From an optimization exercise on the open Yosys and OpenROAD flow, aimed at small area; shortcuts taken in it are not production practice.
Where RTL was checked, it was by simulation tests only, not by an equivalence proof against the original.
Only the layout flow was run in run 2; the RTL was not checked for function there.
Power figures rest on the tool's default switching activity, not on a simulated workload.

## design/flow/constraint.sdc

```tcl
create_clock -name core_clock -period 11.0 [get_ports {clk}]
set_input_delay 2.2000 -clock core_clock [delete_from_list [all_inputs] [get_ports {clk}]]
set_output_delay 2.2000 -clock core_clock [all_outputs]
set_load 0.01 [all_outputs]
```

## design/flow/design.v

```verilog
`timescale 10 ns / 1 ns
module alu(
	input  [31:0] A,
	input  [31:0] B,
	input         sub,
	input         sgn,
	input         sl,
	input         st,
	input  [ 3:0] lop,
	output [31:0] Sum,
	output [31:0] Result
);
	assign Sum = A + (sub ? ~B : B) + {31'd0, sub};
	wire lt = (A[31] ^ B[31]) ? (sgn ? A[31] : B[31]) : Sum[31];
	reg [31:0] logic_r;
	integer i;
	always @(*)
		for (i = 0; i < 32; i = i + 1)
			logic_r[i] = lop[{A[i], B[i]}];
	assign Result = sl ? logic_r : st ? {31'd0, lt} : Sum;
endmodule
`timescale 10 ns / 1 ns
module shifter (
	input  [31:0] A,
	input  [ 4:0] R,
	output [31:0] Rot
);
	wire [31:0] s0 = R[0] ? {A[0],     A[31:1]}  : A;
	wire [31:0] s1 = R[1] ? {s0[1:0],  s0[31:2]} : s0;
	wire [31:0] s2 = R[2] ? {s1[3:0],  s1[31:4]} : s1;
	wire [31:0] s3 = R[3] ? {s2[7:0],  s2[31:8]} : s2;
	assign Rot     = R[4] ? {s3[15:0], s3[31:16]} : s3;
endmodule
`timescale 10 ns / 1 ns
module reg_file(
	input         clk,
	input  [4:0]  waddr,
	input  [4:0]  raddr1,
	input  [4:0]  raddr2,
	input         wen,
	input  [31:0] wdata,
	output [31:0] rdata1,
	output [31:0] rdata2
);
	reg [31:0] rf [31:1];
	genvar r;
	generate
		for (r = 1; r < 32; r = r + 1) begin : g_row
			always @(posedge clk)
				if (wen && waddr == r)
					rf[r] <= wdata;
		end
	endgenerate
	reg [31:0] d1, d2;
	integer k;
	always @(*) begin
		d1 = 32'd0;
		d2 = 32'd0;
		for (k = 1; k < 32; k = k + 1) begin
			d1 = d1 | ({32{raddr1 == k}} & rf[k]);
			d2 = d2 | ({32{raddr2 == k}} & rf[k]);
		end
	end
	assign rdata1 = d1;
	assign rdata2 = d2;
endmodule
`timescale 10ns / 1ns
module simple_cpu(
	input             clk,
	input             rst,
	output reg [31:0] PC,
	input  [31:0]     Instruction,
	output [31:0]     Address,
	output            MemWrite,
	output [31:0]     Write_data,
	output [ 3:0]     Write_strb,
	input  [31:0]     Read_data,
	output            MemRead
);
	wire [5:0] op = Instruction[31:26];
	wire [5:0] fn = Instruction[5:0];
	wire [4:0] rs = Instruction[25:21];
	wire [4:0] rt = Instruction[20:16];
	wire [4:0] rd = Instruction[15:11];
	wire [4:0] sa = Instruction[10:6];
	wire [15:0] imm = Instruction[15:0];
	wire Rtype  = op == 6'b000000;
	wire REGIMM = op == 6'b000001;
	wire Jtype  = op[5:1] == 5'b00001;
	wire Branch = op[5:2] == 4'b0001;
	wire Icalc  = op[5:3] == 3'b001;
	wire Load   = op[5] & ~op[3];
	wire Store  = op[5] & op[3];
	wire jal    = Jtype & op[0];
	wire r_jr   = Rtype & fn[3] & ~fn[1];           
	wire jalr   = r_jr & fn[0];
	wire r_mov  = fn[3] & fn[1] & ~fn[5];           
	wire r_sh   = Rtype & ~fn[5] & ~fn[3];          
	wire link   = jal | jalr;
	assign MemRead  = Load;
	assign MemWrite = Store;
	wire [31:0] rdata1, rdata2, wdata;
	wire rt_zero = rdata2 == 32'd0;
	wire wen_r = ~(fn[3] & ~fn[5] & (fn[1] ? ~(rt_zero ^ fn[0]) : ~fn[0]));
	wire wen = (Rtype & wen_r) | jal | Icalc | Load;
	wire [4:0] waddr = jal ? 5'd31 : Rtype ? rd : rt;
	reg_file u_rf(
		.clk(clk), .waddr(waddr), .raddr1(rs), .raddr2(rt),
		.wen(wen), .wdata(wdata), .rdata1(rdata1), .rdata2(rdata2)
	);
	wire use_rt = ~op[5] & ~op[3];
	wire sext   = op[5] | ~op[2];
	wire lui    = op[1] & op[0];
	wire [15:0] b_hi = sext ? {16{imm[15]}} : lui ? imm : 16'd0;
	wire [15:0] b_lo = (~sext & lui) ? 16'd0 : imm;
	wire [31:0] alu_b = use_rt ? rdata2 : {b_hi, b_lo};
	wire sub = Rtype ? fn[1] : (~op[5] & (~op[3] | op[1]));
	wire sgn = ~(Rtype ? fn[0] : op[0]);
	wire sl  = Rtype ? (fn[2] | ~fn[5]) : op[2];
	wire st  = Rtype ? fn[3] : op[1];
	wire [1:0] lsel = Rtype ? fn[1:0] : op[1:0];
	reg  [3:0] lop;
	always @(*) begin
		case (lsel)
			2'b00: lop = 4'b1000;                   
			2'b01: lop = 4'b1110;                   
			2'b10: lop = 4'b0110;                   
			default: lop = Rtype ? 4'b0001 : 4'b1110;  
		endcase
		if (Rtype & ~fn[5])
			lop = 4'b1100;                          
	end
	wire [31:0] sum, alu_res;
	alu u_alu(
		.A(rdata1), .B(alu_b), .sub(sub), .sgn(sgn), .sl(sl), .st(st),
		.lop(lop), .Sum(sum), .Result(alu_res)
	);
	wire [1:0] e = sum[1:0];
	assign Address = {sum[31:2], 2'b00};
	wire [4:0] s_amt = fn[2] ? rdata1[4:0] : sa;
	reg  [1:0] m_amt;
	always @(*) begin
		case (op[1:0])
			2'b00: m_amt = op[3] ? -e : e;                               
			2'b01: m_amt = op[3] ? -e : {e[1], 1'b0};                    
			2'b10: m_amt = op[3] ? (op[2] ? -e : ~e) : (op[2] ? e : e + 2'd1);  
			default: m_amt = 2'b00;                                      
		endcase
	end
	wire [4:0] rot_amt = Rtype ? (fn[1] ? s_amt : -s_amt) : {m_amt, 3'b000};
	wire [31:0] sh_in = Load ? Read_data : rdata2;
	wire [31:0] rot;
	shifter u_sh(.A(sh_in), .R(rot_amt), .Rot(rot));
	assign Write_data = rot;
	reg [31:0] keep, take_rt;
	reg fill;
	integer i;
	always @(*) begin
		if (Rtype) begin
			for (i = 0; i < 32; i = i + 1)
				keep[i] = fn[1] ? ({1'b0, s_amt} <= 6'd31 - i) : ({1'b0, s_amt} <= i);
			take_rt = 32'd0;
			fill = fn[1] & fn[0] & rdata2[31];
		end else begin
			for (i = 0; i < 4; i = i + 1) begin
				case (op[1:0])
					2'b00: keep[8*i +: 8] = {8{i == 0}};
					2'b01: keep[8*i +: 8] = {8{i <= 1}};
					2'b10: keep[8*i +: 8] = {8{op[2] ? (i <= 3 - e) : (i >= 3 - e)}};
					default: keep[8*i +: 8] = 8'hff;
				endcase
				take_rt[8*i +: 8] = {8{op[1] & ~op[0]}};
			end
			fill = ~op[2] & (op[0] ? rot[15] : rot[7]);
		end
	end
	wire [31:0] sh_res;
	genvar g;
	generate
		for (g = 0; g < 32; g = g + 1) begin : g_sel
			assign sh_res[g] = keep[g] ? rot[g] : take_rt[g] ? rdata2[g] : fill;
		end
	endgenerate
	wire [31:0] pc4 = {PC[31:2] + 30'd1, PC[1:0]};
	wire [15:0] boff = link ? 16'd1 : imm;
	wire [31:0] bt = {pc4[31:2] + {{14{boff[15]}}, boff}, PC[1:0]};
	wire zero = sum == 32'd0;
	wire taken = (Branch & (op[0] ^ (zero | (op[1] & rdata1[31])))) |
	             (REGIMM & (rt[0] ^ rdata1[31]));
	assign wdata = link ? bt : (r_sh | Load) ? sh_res : alu_res;
	always @(posedge clk) begin
		if (rst)
			PC <= 32'd0;
		else if (r_jr)
			PC <= rdata1;
		else if (taken)
			PC <= bt;
		else if (Jtype)
			PC <= {pc4[31:28], Instruction[25:0], 2'b00};
		else
			PC <= pc4;
	end
	assign Write_strb =
		{4{op[1:0] == 2'b00}} & (4'd1 << e) |
		{4{op[1:0] == 2'b01}} & (4'd3 << e) |
		{4{op[1:0] == 2'b11}} & 4'd15 |
		{4{op[1:0] == 2'b10}} & (op[2] ? (4'd15 << e) : ~(4'd14 << e));
endmodule
```

## design/flow/config.mk

```make
export PLATFORM = sky130hd
export DESIGN_NAME = simple_cpu
export DESIGN_NICKNAME = simple_cpu
export VERILOG_FILES = /design/flow/design.v
export SDC_FILE = /design/flow/constraint.sdc
export NUM_CORES = 4
export LEC_CHECK = 0
export CAP_MARGIN = 20
export CORE_MARGIN = 2
export CORE_UTILIZATION = 40
export PLACE_DENSITY = 0.6
export SLEW_MARGIN = 20
```

## design/flow/run.sh

```bash
#!/bin/bash
# synth_recipe.tcl (not shown) runs the flow's synth.tcl, then flattens the netlist and writes it again
# the make line also repeats each setting of config.mk as NAME=value (left out here)
make -C /OpenROAD-flow-scripts/flow DESIGN_CONFIG=/design/flow/config.mk WORK_HOME=/design/flow/orfs CLKGATE_MAP_FILE= SYNTH_SCRIPT=/design/flow/synth_recipe.tcl finish
```

==> summary.md, run 1 <==
| Metric | Value |
|---|---|
| Outcome | no timing/DRC/antenna violations |
| Post-synth top flop | edfxtp_1 |
| Routed wire length per instance | 41.90 um |
| Setup repair after global routing missed its margin | no |
| Floorplan core area | approximately 130000 um2 |
| Worst IR Drop VDD | 0.1718 mV |
| Detailed router's first-iteration violation count | approximately 12000 |
| Largest stage delay on the critical path | around 0.62 ns |
| Initial antenna violation count | 16 |
| CP Capture Type | primary output |
| Final setup violating endpoints | 0 |
| Ys Warns | 4 |
| Max-slew violation count | 0 |
| Aggregate routed wire length | approximately 300 mm |
| Fraction of registers with async set/reset | 0% |
| Category of the critical setup timing path | in2out |
| Fraction of final layout cells with drive strength greater than 1 | between 10% and 20% |
| Number of placement rows | ~130 |
| Count of boundary I/O pins | 168 |
| First-pass GRT wire length | 397.7 mm |
| Cell count after synthesis | approximately 4700 |
| Vias in the first global route | ~48000 |
| Post-layout min period | ~11 ns |
| Post-route DRC violation count | 0 |
| Number of synthesized register bits | 1024 |
| Count of buffer and inverter cells on the critical path | 8 |
| Clock latency on the worst-skew pair | approximately 0.8 ns |
| CP required | just under 9 ns |
| # clock sinks | between 1000 and 1500 |
| Overall global routing resource usage | a little over two fifths |
| Biggest fanout along the worst timing path | 14 |
| Floorplan die area | approximately 140000 um2 |
| Final-report hold violation count | 0 |
| Total power divided by cell area | 176.6 nW/um2 |
| Gr ovfl total | 0 |
| Number of enable flip-flop cells after synthesis | around 990 |
| Pre-CTS setup slack | -0.08251 ns |
| Mean Syn Cell Area | between 10 and 15 um2 |
| Final antenna-violating net count | 0 |
| Number of port buffers | approximately 170 |
| Clock buffers created by TritonCTS | 108 |
| Worst-path clk slew | about 0.060 ns |
| H-tree depth reported by CTS | 3 |
| Class of the most critical hold timing path | reg2reg |
| Pin count of the biggest net entering global routing | between 60 and 70 |
| Static Leakage | around 23 nW |
| Signed area change from the synthesized netlist to the final layout | 23.03% |
| Via count of the routed design | 51716 |
| Post-layout utilization of the core | about half |
| Finished Layout Cells | a little over 7000 |
| Gpl congestion | 1.061 |
| DIE WIDTH | ~370 um |
| Cell variety after synth | between 80 and 90 |
| Maximum capacitance violations | 0 |
| Worst clock skew | about 0.060 ns |
| Max Clk Rate | 94.34 MHz |
| Data arrival at the endpoint of the critical path | roughly 8.4 ns |
| Vias per cell | around 7.3 |
| Relative max-transition margin | between 10% and 20% |
| Post-route clock period utilization | between 90% and 100% |
| Most common cell type on the critical path | buf_4 |
| Family with the most delay on the worst path | buffers and inverters |
| Placed Cells incl. Taps | 6890 |
| Library cell contributing the largest single delay on the critical path | clkdlybuf4s50_1 |
| Final net count | ~5400 |
| Total power draw | 11.72 mW |
| Die height | about 370 um |
| HPWL reported at the end of detailed placement | approximately 200 mm |
| Effective utilization at floorplan | between 40% and 50% |
| CP startpoint kind | input pin |
| Sequential share of the synthesized area | a little under three fifths |
| Synth Cell Area | ~54000 um2 |
| Pre-antenna DRT Iters | 14 |
| Actual transition at the worst max-transition pin | 1.287 ns |
| TritonCTS clock tree | yes |
| Max Buffers Root-to-Sink | 3 |
| Final Worst Setup Slack | between 0.4 and 0.5 ns |
| CTS root buffer | clkbuf_16 |
==> worst min-delay path, cell delays in order, from the launching register on <==
cell	delay [ns]
dfxtp_1	0.33
nand3_1	0.07
a21oi_1	0.06
==> kinds of logic (layout without fill, tap and decap cells) <==
logic type | after synthesis | after routing | synth area share, %
other cells | 1 | 6 | 0.006951
xor+xnor | 118 | 118 | 1.916
flops | 1024 | 1024 | 56.41
simple gates | 1298 | 1298 | 11.60
fa+ha+maj | 73 | 73 | 1.721
mux | 197 | 197 | 4.585
compound gates | 1584 | 1584 | 20.84
buf+inv | 409 | 1030 | 2.925
==> sequential cells by signal, indices dropped and copies added, names as in the netlist <==
| register | flops |
|---|---|
| PC | 32 |
| u_rf.rf | 992 |
==> power breakdown <==
part | switching [mW] | internal, mW | total [mW] | leakage [nW]
clock network | 1.67 | 2.31 | 3.98 | 1.86
logic | 2.01 | 1.09 | 3.10 | 12.1
registers | 0.0320 | 4.61 | 4.64 | 9.27
==> per-stage QoR <==
| step | hold WS [ns] | cell area [um2] | setup TNS, ns |
|---|---|---|---|
| floorplan | 0.5046 | 53950 | 0 |
| global placement | 0.4942 | 62430 | -0.07230 |
| detailed placement | 0.4978 | 62430 | -0.08251 |
| CTS | 0.5096 | 66260 | 0 |
| global route | 0.5543 | 66360 | 0 |
| finish | 0.5113 | 66370 | 0 |
==> Yosys cell counts (all sizes together), types with 29 or more instances <==
cell type | number | area (um2)
nor3 | 90 | 450.4
a21o | 29 | 217.7
nor4 | 41 | 262.8
mux4 | 33 | 743.2
dfxtp | 32 | 640.6
a21oi | 255 | 1276
clkbuf | 291 | 1092
xor2 | 45 | 394.1
nor2 | 329 | 1240
and3 | 41 | 261.5
mux2i | 96 | 960.9
nand2 | 381 | 1430
mux2 | 68 | 769.5
edfxtp | 992 | 29790
a211oi | 44 | 330.3
nand3 | 132 | 660.6
nand4 | 120 | 750.7
ha | 71 | 888.4
xnor2 | 73 | 639.4
o21ai | 121 | 605.6
a22oi | 855 | 6419
buf | 55 | 249.0
o21bai | 30 | 225.2
inv | 59 | 221.5
a222oi | 56 | 560.5
o211ai | 43 | 322.8
==> final timing paths <==
kind / from / endpoint / slack, ns / depth (start not counted)
min reg2reg: PC[0]$_SDFFE_PP0P_ / PC[0]$_SDFFE_PP0P_ / 0.51 / 2
min: PC[0]$_SDFFE_PP0P_ / PC[0]$_SDFFE_PP0P_ / 0.51 / 2
max: Instruction[20] / Address[26] / 0.40 / 28
max reg2reg: u_rf.rf[31][0]$_DFFE_PP_ / PC[18]$_SDFF_PP0_ / 2.74 / 26
==> cells in the final DEF, fill, tap and decap left out, drive strengths merged, types with 51 or more instances in the layout <==
master           n
edfxtp         992
a22oi          855
buf            603
nand2          381
nor2           329
a21oi          255
clkdlybuf4s50  161
nand3          132
o21ai          121
nand4          120
clkbuf         120
mux2i           96
nor3            90
xnor2           73
ha              71
mux2            68
inv             66
a222oi          56
clkinv          51
==> area by class of cell <==
class	instances	area [um2]
clock buffers	120	2748
repair buffers	767	6761
inverters	63	236.5
well taps	1768	2212
diodes	4	10.01
flip-flops and latches	1024	30430
multi-input cells	3272	22900
fillers	11829	67260
clock inverters	80	1070
==> metal layers <==
layer / routed length [um] / track usage [%] / up-vias
met5: 114 / 0 / -
met4: 28030 / 30.69 / 14
met3: 45290 / 14.80 / 1456
met2: 120900 / 60.14 / 5338
met1: 103100 / 52.60 / 24937
li1: - / - / 19971
==> timing repair <==
item	CTS	global route
pin swaps	0	2
setup endpoints to repair	1	6
setup buffers	0	4
resized for setup	2	13
hold buffers	0	0
==> run 2, diff against run 1 <==
--- a/design/flow/design.v
+++ b/design/flow/design.v
@@ -32,37 +32,100 @@
 	assign Rot     = R[4] ? {s3[15:0], s3[31:16]} : s3;
 endmodule
 `timescale 10 ns / 1 ns
+module rf_hold(input q, input w, input we, input hold, output d);
+	assign d = (q & hold) | (w & we);
+endmodule
+module rf_aoi222(input a0, input b0, input a1, input b1, input a2, input b2, output y);
+	assign y = ~((a0 & b0) | (a1 & b1) | (a2 & b2));
+endmodule
+module rf_nand2(input a, input b, output y);
+	assign y = ~(a & b);
+endmodule
+module rf_nand3(input a, input b, input c, output y);
+	assign y = ~(a & b & c);
+endmodule
+module rf_nand4(input a, input b, input c, input d, output y);
+	assign y = ~(a & b & c & d);
+endmodule
+module rf_or3(input a, input b, input c, output y);
+	assign y = a | b | c;
+endmodule
+module reg_dec(
+	input  [4:0]  a,
+	output [30:0] y
+);
+	genvar r;
+	generate
+		for (r = 1; r < 32; r = r + 1) begin : g
+			assign y[r-1] = a == r;
+		end
+	endgenerate
+endmodule
+module reg_wdec(
+	input  [4:0]  waddr,
+	input         wen,
+	output [30:0] we,
+	output [30:0] hold
+);
+	genvar r;
+	generate
+		for (r = 1; r < 32; r = r + 1) begin : g
+			assign we[r-1]   = wen & (waddr == r);
+			assign hold[r-1] = ~(wen & (waddr == r));
+		end
+	endgenerate
+endmodule
+module reg_rbit(
+	input  [30:0] sel,
+	input  [30:0] q,
+	output        y
+);
+	wire [10:0] n;
+	genvar k;
+	generate
+		for (k = 0; k < 10; k = k + 1) begin : g
+			rf_aoi222 u(.a0(sel[3*k]), .b0(q[3*k]), .a1(sel[3*k+1]), .b1(q[3*k+1]),
+			            .a2(sel[3*k+2]), .b2(q[3*k+2]), .y(n[k]));
+		end
+	endgenerate
+	rf_nand2 u_n(.a(sel[30]), .b(q[30]), .y(n[10]));
+	wire x0, x1, x2;
+	rf_nand4 u_x0(.a(n[0]), .b(n[1]), .c(n[2]), .d(n[3]), .y(x0));
+	rf_nand4 u_x1(.a(n[4]), .b(n[5]), .c(n[6]), .d(n[7]), .y(x1));
+	rf_nand3 u_x2(.a(n[8]), .b(n[9]), .c(n[10]), .y(x2));
+	rf_or3 u_y(.a(x0), .b(x1), .c(x2), .y(y));
+endmodule
 module reg_file(
-	input         clk,
-	input  [4:0]  waddr,
-	input  [4:0]  raddr1,
-	input  [4:0]  raddr2,
-	input         wen,
-	input  [31:0] wdata,
-	output [31:0] rdata1,
-	output [31:0] rdata2
-);
-	reg [31:0] rf [31:1];
-	genvar r;
-	generate
-		for (r = 1; r < 32; r = r + 1) begin : g_row
-			always @(posedge clk)
-				if (wen && waddr == r)
-					rf[r] <= wdata;
-		end
-	endgenerate
-	reg [31:0] d1, d2;
-	integer k;
-	always @(*) begin
-		d1 = 32'd0;
-		d2 = 32'd0;
-		for (k = 1; k < 32; k = k + 1) begin
-			d1 = d1 | ({32{raddr1 == k}} & rf[k]);
-			d2 = d2 | ({32{raddr2 == k}} & rf[k]);
-		end
-	end
-	assign rdata1 = d1;
-	assign rdata2 = d2;
+	input  [4:0]   waddr,
+	input  [4:0]   raddr1,
+	input  [4:0]   raddr2,
+	input          wen,
+	input  [31:0]  wdata,
+	input  [991:0] q,
+	output [991:0] d,
+	output [31:0]  rdata1,
+	output [31:0]  rdata2
+);
+	wire [30:0] we, hold, s1, s2;
+	reg_wdec u_wdec(.waddr(waddr), .wen(wen), .we(we), .hold(hold));
+	reg_dec u_dec1(.a(raddr1), .y(s1));
+	reg_dec u_dec2(.a(raddr2), .y(s2));
+	genvar r, b;
+	generate
+		for (r = 0; r < 31; r = r + 1) begin : g_row
+			for (b = 0; b < 32; b = b + 1) begin : g_b
+				rf_hold u(.q(q[32*r + b]), .w(wdata[b]), .we(we[r]), .hold(hold[r]), .d(d[32*r + b]));
+			end
+		end
+		for (b = 0; b < 32; b = b + 1) begin : g_bit
+			wire [30:0] col;
+			for (r = 0; r < 31; r = r + 1) begin : g_c
+				assign col[r] = q[32*r + b];
+			end
+			reg_rbit u_r1(.sel(s1), .q(col), .y(rdata1[b]));
+			reg_rbit u_r2(.sel(s2), .q(col), .y(rdata2[b]));
+		end
+	endgenerate
 endmodule
 `timescale 10ns / 1ns
 module simple_cpu(
@@ -104,8 +167,11 @@
 	wire wen_r = ~(fn[3] & ~fn[5] & (fn[1] ? ~(rt_zero ^ fn[0]) : ~fn[0]));
 	wire wen = (Rtype & wen_r) | jal | Icalc | Load;
 	wire [4:0] waddr = jal ? 5'd31 : Rtype ? rd : rt;
+	reg [991:0] rf_q;
+	wire [991:0] rf_d;
+	always @(posedge clk) rf_q <= rf_d;
 	reg_file u_rf(
-		.clk(clk), .waddr(waddr), .raddr1(rs), .raddr2(rt),
+		.q(rf_q), .d(rf_d), .waddr(waddr), .raddr1(rs), .raddr2(rt),
 		.wen(wen), .wdata(wdata), .rdata1(rdata1), .rdata2(rdata2)
 	);
 	wire use_rt = ~op[5] & ~op[3];
--- a/design/flow/config.mk
+++ b/design/flow/config.mk
@@ -7,6 +7,8 @@
 export LEC_CHECK = 0
 export CAP_MARGIN = 20
 export CORE_MARGIN = 2
-export CORE_UTILIZATION = 40
-export PLACE_DENSITY = 0.6
+export CORE_UTILIZATION = 55
+export CTS_BUF_LIST = sky130_fd_sc_hd__clkbuf_4 sky130_fd_sc_hd__clkbuf_8
+export PLACE_DENSITY = 0.7
 export SLEW_MARGIN = 20
+export SYNTH_HIERARCHICAL = 1
==> summary.md, run 2 <==
| Metric | Value |
|---|---|
| Outcome | finished with violations |
| Failed layout checks | negative setup slack |
| Most utilized layer in the global route result | met2 |
| Finished Layout Cells | about 6600 |
| Post-layout min period | 11.08 ns |
| Class of the most critical hold timing path | reg2reg |
| Top flop regs | rf_q x992, PC x32 |
| HPWL reported at the end of detailed placement | between 150 and 200 mm |
| Placed standard-cell area | ~56000 um2 |
| Post-Route Setup TNS | -0.2727 ns |
| Mean Syn Cell Area | between 10 and 15 um2 |
| Floorplan core area | just over 90000 um2 |
| Number of flip-flops in the largest register | slightly below 1000 |
| Gr ovfl total | 0 |
| Static Leakage | approximately 23 nW |
| Final Worst Setup Slack | -0.08413 ns |
| Global-route track usage on met3 | 21.62% |
| Number of placement rows | roughly 110 |
| Yosys top cell area share | approximately two fifths |
| Category of the critical setup timing path | in2out |
| Floorplan die area | approximately 95000 um2 |
| Biggest register | rf_q |
| Total power divided by cell area | around 200 nW/um2 |
| Number of buffers inserted by hold repair at cts | 0 |
| Final-report hold violation count | 0 |
| Max-slew violation count | 0 |
| Cell variety after synth | ~100 |
| Initial antenna violation count | 28 |
| # clock sinks | ~1000 |
| Post-route clock period utilization | 100.8% |
| Synth Cell Area | approximately 51000 um2 |
| Worst clock skew | approximately 0.079 ns |
| Aggregate routed wire length | 256.3 mm |
| Setup repair after global routing missed its margin | no |
| Ys Warns | 8 |
| Pin count of the biggest net entering global routing | 54 |
| H-tree depth reported by CTS | 4 |
| Die height | roughly 310 um |
| CTS root buffer | clkbuf_8 |
| Number of synthesized register bits | 1024 |
| Total power draw | around 12 mW |
| Signed area change from the synthesized netlist to the final layout | 19.04% |
| DIE WIDTH | 307.5 um |
| Placed Cells incl. Taps | between 6000 and 7000 |
| CP required | slightly below 9 ns |
| Non-Filler Cell Area, Final | 60320 um2 |
| Biggest fanout along the worst timing path | 31 |
| Fraction of final layout cells with drive strength greater than 1 | ~18% |
| Routed wire length per instance | between 30 and 40 um |
| Actual transition at the worst max-transition pin | between 1 and 1.5 ns |
| Post-route DRC violation count | 0 |
| Most common cell after layout, fill and taps aside | a22o_1 |
| Count of boundary I/O pins | around 170 |
| TritonCTS clock tree | yes |
| Synth top cells by count | 1037 x a22o_1, 1024 x dfxtp_1, 641 x a222oi_1 |
| Number of port buffers | around 170 |
| Cell depth of the worst min-delay path | 1 |
| Final net count | around 5400 |
| Data arrival at the endpoint of the critical path | slightly below 9 ns |
| Start point of the worst hold path | rf_q[349]$_DFF_P_ |
| Logic depth of the worst register-to-register path | 32 |
| Clock buffers created by TritonCTS | ~160 |
| Most repeated cell in the gate-level netlist after synthesis | a22o_1 |
| Sequential share of the synthesized area | approximately two fifths |
| Worst-path clk slew | about 0.060 ns |
| Reg2reg start | rf_q[673]$_DFF_P_ |
| Number of enable flip-flop cells after synthesis | 0 |
| Fraction of registers with async set/reset | 0% |
| Final setup violating endpoints | 5 |
| Maximum capacitance violations | 0 |
| Clock latency on the worst-skew pair | just under 0.9 ns |
| Top cells by area in the synthesized netlist | dfxtp_1 40%, a22o_1 18%, a222oi_1 13% |
| CP startpoint kind | input pin |
| Pre-antenna DRT Iters | 17 |
| Cell count after synthesis | roughly 4800 |
| Worst IR Drop VDD | approximately 0.16 mV |
| Overall global routing resource usage | around 52% |
| Commonest non-fill, non-tap cells in the layout | 1037 x a22o_1, 1024 x dfxtp_1, 641 x a222oi_1 |
| Effective utilization at floorplan | 55.37% |
| Gpl congestion | between 1 and 1.5 |
| Vias per cell | 8.294 |
| Met1 track utilization from global routing | 62.74% |
| Via count of the routed design | around 55000 |
| First-pass GRT wire length | around 360 mm |
| Max Buffers Root-to-Sink | 3 |
| Worst hold endpoint | rf_q[349]$_DFF_P_ |
| Final antenna-violating net count | 0 |
| Endpoint of the worst register-to-register path | rf_q[370]$_DFF_P_ |
| Minimum hold slack | ~0.51 ns |
| Relative max-transition margin | ~14% |
| Post-synth top area cell | dfxtp_1 |
| CP Capture Type | primary output |
| R2r setup slk | around 3.1 ns |
| Max Clk Rate | around 90 MHz |
| Met2 track utilization from global routing | around 72% |
| Vias in the first global route | 50612 |
| Post-synth top flop | dfxtp_1 |
| Detailed router's first-iteration violation count | 13872 |
-- run 2: cell count changes after synthesis, moves of 51 or more --
cell / previous run / this run
a222oi_1: 56 / 641
a22o_1: 8 / 1037
a21oi_1: 255 / 157
or3_1: 24 / 75
a22oi_1: 855 / 2
edfxtp_1: 992 / 0
dfxtp_1: 32 / 1024
nor3_1: 90 / 25
mux4_2: 33 / 95
clkbuf_1: 291 / 115
nand2_1: 381 / 248
nor2_1: 327 / 240
mux2i_1: 96 / 39
-- run 2: how the worst max path moves through the flow --
stage          slack (ns)                 to       startpoint  cells after the start
2_1_floorplan        0.52  rf_q[111]$_DFF_P_  Instruction[20]                     33
3_3_place_gp         0.10        Address[30]  Instruction[19]                     19
3_5_place_dp         0.08     Write_data[24]  Instruction[16]                     23
4_1_cts              0.07     Write_data[24]  Instruction[16]                     23
5_1_grt              0.02        Address[28]  Instruction[21]                     18
6_report            -0.08        Address[28]  Instruction[21]                     18
-- run 2: modules after synthesis (local to each module, per instance), excerpt --
module / times used / cells / flip-flops and latches
simple_cpu: 1 / 2149 / 1024
rf_nand4: 128 / 1 / 0
alu: 1 / 413 / 0
rf_nand2: 64 / 1 / 0
rf_nand3: 64 / 1 / 0
reg_wdec: 1 / 96 / 0
rf_aoi222: 640 / 1 / 0
rf_or3: 64 / 1 / 0
-- run 2: cell type report --
class,count,area [um2]
Multi-Input combinational cell,3600,30290
Timing Repair Buffer,478,4253
Clock buffer,260,3259
Clock inverter,37,364.1
Fill cell,7406,31200
Antenna cell,11,27.53
Inverter,38,142.6
Tap cell,1186,1484
Sequential cell,1024,20500
-- run 2: stage by stage --
step / utilization [%] / worst slack, ns
after floorplan: - / 0.5170
after global placement: 61.64 / 0.1022
after detailed placement: 61.64 / 0.08052
after CTS: 65.60 / 0.06793
after global routing: 65.90 / 0.01618
final: 65.91 / -0.08413
-- run 2: cell families (layout without fill, tap and decap cells) --
logic type | count (synthesis) | in the layout | share of synthesized area, %
compound gates | 2158 | 2158 | 36.85
xor+xnor | 116 | 116 | 2.020
fa+ha+maj | 68 | 68 | 1.709
buf+inv | 196 | 813 | 1.677
flops | 1024 | 1024 | 40.45
mux | 206 | 206 | 6.622
other cells | 1 | 13 | 0.007400
simple gates | 1049 | 1050 | 10.66
-- run 2: layer usage --
metal,routed length (um),share of wire [%]
met2,101700,40
met3,43220,17
met1,86820,34
met4,24300,9.5
met5,198,0.077
-- run 2: critical path: stages --
cell	delay, ns
clkdlybuf4s50_1	0.68
buf_4	0.21
nand3b_1	0.40
nor2_4	0.07
buf_4	0.33
a222oi_1	0.36
nand4_1	0.72
or3_4	0.68
ha_1	0.45
nand2_1	0.11
o211ai_1	0.30
o211ai_1	0.24
a31oi_1	0.38
o211ai_1	0.15
a2111o_1	0.46
nor2b_1	0.18
xnor2_1	0.31
clkdlybuf4s50_1	0.60
-- run 2: what timing repair did --
action,4_1_cts,5_1_grt
buffers inserted,0,4
resized for setup,0,22
setup endpoints to repair,0,41
-- run 2: report_power, final --
part | internal, mW | switching [mW]
Combinational | 1.41 | 1.92
Clock | 1.99 | 1.62
Sequential | 4.36 | 0.525
Total | 7.75 | 4.07

## re-timing with driven ports
In the flow no input, the clock included, has a driving cell. The finished layouts below were timed again as built, in two steps. Step 1 (the two cells are an assumption about what drives the block):
set clk [get_ports {clk}]
set_driving_cell -lib_cell sky130_fd_sc_hd__clkbuf_16 $clk
set_driving_cell -lib_cell sky130_fd_sc_hd__buf_2 [delete_from_list [all_inputs] $clk]
Step 2 adds t to the input delays and takes it off the output delays; t is the mean of the earliest and latest rising clock arrival at the registers after step 1. Input paths then give back, and output paths get back, about the clock's delay inside the block. Three values: ideal ports, drivers, drivers and shift; two values: the first two.
run | t (ns) | setup WS [ns] | worst setup path at the end
run 1 | 0.821 | 0.400 / 0.372 / 0.106 | input to register
run 2 | 0.901 | -0.084 / -0.136 / -0.136 | input to output
The setup slack of run 1, which loses most, moves by -0.028 ns with the drivers and by -0.294 ns with both steps.
